Background: an optimization exercise with open tools, aiming at small area. Do not read the settings as production practice. In this exercise RTL edits were held to simulation tests only and were not proved equivalent to the original. No driver is modelled on the clock port, so clock power and skew are understated where the tree is cut down; a real chip needs a root buffer or a tree.

// sqrt_u32
module sqrt_u32 (
    input  wire        clk,
    input  wire        rst_n,
    input  wire        valid_in,
    input  wire [31:0] data_i,
    output wire        valid_out,
    output wire [15:0] data_o
);
    reg [1:0] v;
    always @(posedge clk or negedge rst_n)
        if (!rst_n) v <= 2'd0;
        else v <= {v[0], valid_in};
    assign valid_out = v[1];
    wire [9:0] r9_d;
    reg  [9:0] r9_q;
    wire [8:0] q9_d;
    reg  [8:0] q9_q;
    wire [13:0] x9_d;
    reg  [13:0] x9_q;
    always @(posedge clk) begin
        r9_q <= r9_d;
        q9_q <= q9_d;
        x9_q <= x9_d;
    end
    wire [13:0] r13_d;
    reg  [13:0] r13_q;
    wire [12:0] q13_d;
    reg  [12:0] q13_q;
    wire [5:0] x13_d;
    reg  [5:0] x13_q;
    always @(posedge clk) begin
        r13_q <= r13_d;
        q13_q <= q13_d;
        x13_q <= x13_d;
    end
    sqrt_seg0 u_seg0 (.x0(data_i), .r9(r9_d), .q9(q9_d), .x9(x9_d));
  ...
For scale: ~1000 cells after synthesis, ~68 flip-flops, roughly 52 I/O pins, roughly 0.0060 mm^2 of cells after synthesis.
Settings: LEC_CHECK=0, ABC_AREA=1, CAP_MARGIN=20, CORE_MARGIN=2, CORE_UTILIZATION=55, CTS_BUF_LIST=sky130_fd_sc_hd__clkbuf_8, GPL_TIMING_DRIVEN=0, PLACE_DENSITY=0.65, SETUP_SLACK_MARGIN=-0.55, SLEW_MARGIN=20; clock period 9.0 ns.
standard.sh (not shown) runs the stock make flow with config.mk's settings and CLKGATE_MAP_FILE= SYNTH_SCRIPT=/design/flow/synth_recipe.tcl, a recipe that flattens the netlist after the stock synthesis.
==> flow/flow/run.sh <==
#!/bin/bash
# Standard layout (standard.sh) with its own logic mapping:
# - synthesis keeps the pipeline-stage modules apart until after ABC (SYNTH_HIERARCHICAL=1)
#   and maps each with its own ABC script (flow/*.abc), so a stage with timing to spare is
#   mapped for area and one without is mapped for speed; the standard flow's synthesis script then
#   flattens the design as usual (no pass-through buffers: SYNTH_INSBUF=0). The registers all
#   sit in the top module, as in the RTL.
# - Yosys's full-adder extraction is skipped (ADDER_MAP_FILE empty), so ABC maps the carry
#   chains itself.
# - input and output ports get the smallest buffer (buf_1).
export BUFFER_PORTS_ARGS="-buffer_cell sky130_fd_sc_hd__buf_1"
# - clock tree without dummy loads.
export CTS_ARGS="-sink_clustering_enable -repair_clock_nets -buf_list sky130_fd_sc_hd__clkbuf_8 -dont_use_dummy_load"
# - after clock tree synthesis, registers of nearby clock-tree leaf buffers are moved onto one
#   buffer until 5 leaf buffers remain (flow/merge_clk.tcl, ORFS's POST_CTS_TCL hook).
# - timing repair uses only these moves: sizeup,swap,buffer.
export SETUP_MOVE_SEQUENCE="sizeup,swap,buffer"
set -euo pipefail
here=$(pwd)
sed 's|^\(\s*\)log_cmd abc {\*}$abc_args|\1source $::env(MY_ABC_TCL)|' \
  "$FLOW_HOME/scripts/synth.tcl" > "$here/synth_abc.tcl"
grep -q 'MY_ABC_TCL' "$here/synth_abc.tcl"
sed "s|\$::env(SCRIPTS_DIR)/synth.tcl|$here/synth_abc.tcl|" synth_recipe.tcl > "$here/synth_recipe_abc.tcl"
grep -q synth_abc.tcl "$here/synth_recipe_abc.tcl"
sed "s|SYNTH_SCRIPT=[^ ]*|SYNTH_SCRIPT=$here/synth_recipe_abc.tcl|" standard.sh > "$here/standard_abc.sh"
export POST_CTS_TCL="$here/flow/merge_clk.tcl"
export ADDER_MAP_FILE=
export SYNTH_HIERARCHICAL=1
export SYNTH_INSBUF=0
export MY_ABC_TCL="$here/flow/abc_per_module.tcl"
export MY_ABC_MOD=" sqrt_seg0 $here/flow/u3.abc sqrt_seg1 $here/flow/u3.abc sqrt_seg2 $here/flow/s11.abc"
bash "$here/standard_abc.sh" > standard.log 2>&1
==> flow/flow/merge_clk.tcl <==
# Merge clock-tree leaf buffers: CTS builds an H-tree whose leaves drive at most 15 registers
# each; this moves the registers of nearby leaves onto one buffer until at most
# MERGE_CLK_LEAVES leaves remain, and deletes the emptied buffers.
proc merge_clk_leaves { target } {
  set block [ord::get_db_block]
  set leaves {}
  foreach inst [$block getInsts] {
    set m [[$inst getMaster] getName]
    if { ![string match "sky130_fd_sc_hd__clkbuf_*" $m] } { continue }
    set out [$inst findITerm X]
    set net [$out getNet]
    if { $net == "NULL" } { continue }
    set drives_ff 0
    foreach it [$net getITerms] {
      if { [[$it getMTerm] getName] eq "CLK" } { set drives_ff 1 }
    }
    if { $drives_ff } { lappend leaves $inst }
  }
  puts "merge_clk: [llength $leaves] leaf buffers"
  while { [llength $leaves] > $target } {
    set best {}
    set bestd 1e30
    for { set i 0 } { $i < [llength $leaves] } { incr i } {
      for { set j [expr {$i + 1}] } { $j < [llength $leaves] } { incr j } {
        set a [lindex $leaves $i]; set b [lindex $leaves $j]
        set pa [$a getLocation]; set pb [$b getLocation]
        set d [expr {abs([lindex $pa 0] - [lindex $pb 0]) + abs([lindex $pa 1] - [lindex $pb 1])}]
        if { $d < $bestd } { set bestd $d; set best [list $i $j] }
      }
    }
    set a [lindex $leaves [lindex $best 0]]
    set b [lindex $leaves [lindex $best 1]]
    set anet [[$a findITerm X] getNet]
    set bnet [[$b findITerm X] getNet]
    foreach it [$bnet getITerms] {
      if { [$it getInst] == $b } { continue }
      $it disconnect
      $it connect $anet
    }
    foreach it [$b getITerms] { if { [$it getNet] != "NULL" } { $it disconnect } }
    odb::dbInst_destroy $b
    if { [llength [$bnet getITerms]] == 0 && [llength [$bnet getBTerms]] == 0 } { odb::dbNet_destroy $bnet }
    set leaves [lreplace $leaves [lindex $best 1] [lindex $best 1]]
  }
  puts "merge_clk: [llength $leaves] leaf buffers left"
}
merge_clk_leaves 5
==> flow/flow/s11.abc <==
strash
dc2
dch -f
map -a
topo
stime -c
buffer -c
upsize -c
dnsize -c
Other scripts of this flow, unchanged in this note and not shown: flow/flow/abc_per_module.tcl, flow/flow/u3.abc
Then changed:
--- a/flow/flow/run.sh
+++ b/flow/flow/run.sh
@@ -14,4 +13,0 @@
-# - after clock tree synthesis, registers of nearby clock-tree leaf buffers are moved onto one
-#   buffer until 5 leaf buffers remain (flow/merge_clk.tcl, ORFS's POST_CTS_TCL hook).
-# - timing repair uses only these moves: sizeup,swap,buffer.
-export SETUP_MOVE_SEQUENCE="sizeup,swap,buffer"
@@ -26 +21,0 @@
-export POST_CTS_TCL="$here/flow/merge_clk.tcl"
SETUP_SLACK_MARGIN = -0.5   (was -0.55)
removed: flow/flow/merge_clk.tcl
Result: Worst setup slack improved by 0.017 ns. Wire length grows by 4.2%. Critical path depth rises by 1.
Then changed:
--- a/flow/flow/run.sh
+++ b/flow/flow/run.sh
@@ -26 +26 @@
-export MY_ABC_MOD=" sqrt_seg0 $here/flow/u3.abc sqrt_seg1 $here/flow/u3.abc sqrt_seg2 $here/flow/s11.abc"
+export MY_ABC_MOD=" sqrt_seg0 $here/flow/u3.abc sqrt_seg1 $here/flow/u3.abc sqrt_seg2 $here/flow/s2.abc"
==> flow/flow/s2.abc (new file) <==
strash
dch
map -a
topo
stime -c
buffer -c
upsize -c
dnsize -c
removed: flow/flow/s11.abc
Effect: With this change the flow reached the layout checks and failed them: setup timing. Non-clock buffer count goes up by 13. First-iteration DRC count goes up by 2.2%. Setup slack is worse by 0.36 ns.
Then changed:
--- a/flow/flow/run.sh
+++ b/flow/flow/run.sh
@@ -26 +26 @@
-export MY_ABC_MOD=" sqrt_seg0 $here/flow/u3.abc sqrt_seg1 $here/flow/u3.abc sqrt_seg2 $here/flow/s2.abc"
+export MY_ABC_MOD=" sqrt_seg0 $here/flow/t6.abc sqrt_seg1 $here/flow/u3.abc sqrt_seg2 $here/flow/s11.abc"
==> flow/flow/s11.abc (new file) <==
strash
dc2
dch -f
map -a
topo
stime -c
buffer -c
upsize -c
dnsize -c
==> flow/flow/t6.abc (new file) <==
strash
dc2
dch
map -B 0.9
topo
stime -c
buffer -c
dnsize -c
PLACE_DENSITY = 0.75   (was 0.65)
removed: flow/flow/s2.abc
The changed run completed without violations.
Wire length came out lower by 5.9%.
Worst hold slack degrades by 0.018 ns.
Maximum frequency rises by about 3.6%.
Cell area is lower by 0.99%.
Utilization drops by 0.93 points.
Critical path depth climbs by 27.
Sequential share of layout area grows by 0.20 points.
Final cell count barely changes.

==> port drivers added, routing unchanged <==
In the flow no input, the clock included, has a driving cell. The finished layouts below were timed again as built, in two steps.
Step 1: set_driving_cell puts a clkbuf_16 on clk and a buf_2 on each other input, an assumption about the parent block.
Step 2, shift: input delay + t, output delay - t, t = (earliest + latest rising clock arrival at the registers) / 2. This alone moves slack from input paths to output paths.
Three values: ideal ports, drivers, drivers and shift; two values: the first two.
run	t, ns	setup slack, ns	pins driven straight from the clock port
the first run	0.348	0.310 / 0.321 / -0.027	1
the second run	0.364	0.327 / 0.336 / -0.028	1
the third run	0.370	-0.033 / -0.068 / -0.067	1
the fourth run	0.371	0.284 / 0.293 / -0.078	1
Met with ideal ports but missed after step 2: setup timing in the first run, the second run and the fourth run. For the fourth run, which loses most, drivers alone change the setup slack by +0.009 ns; drivers and shift together by -0.362 ns.
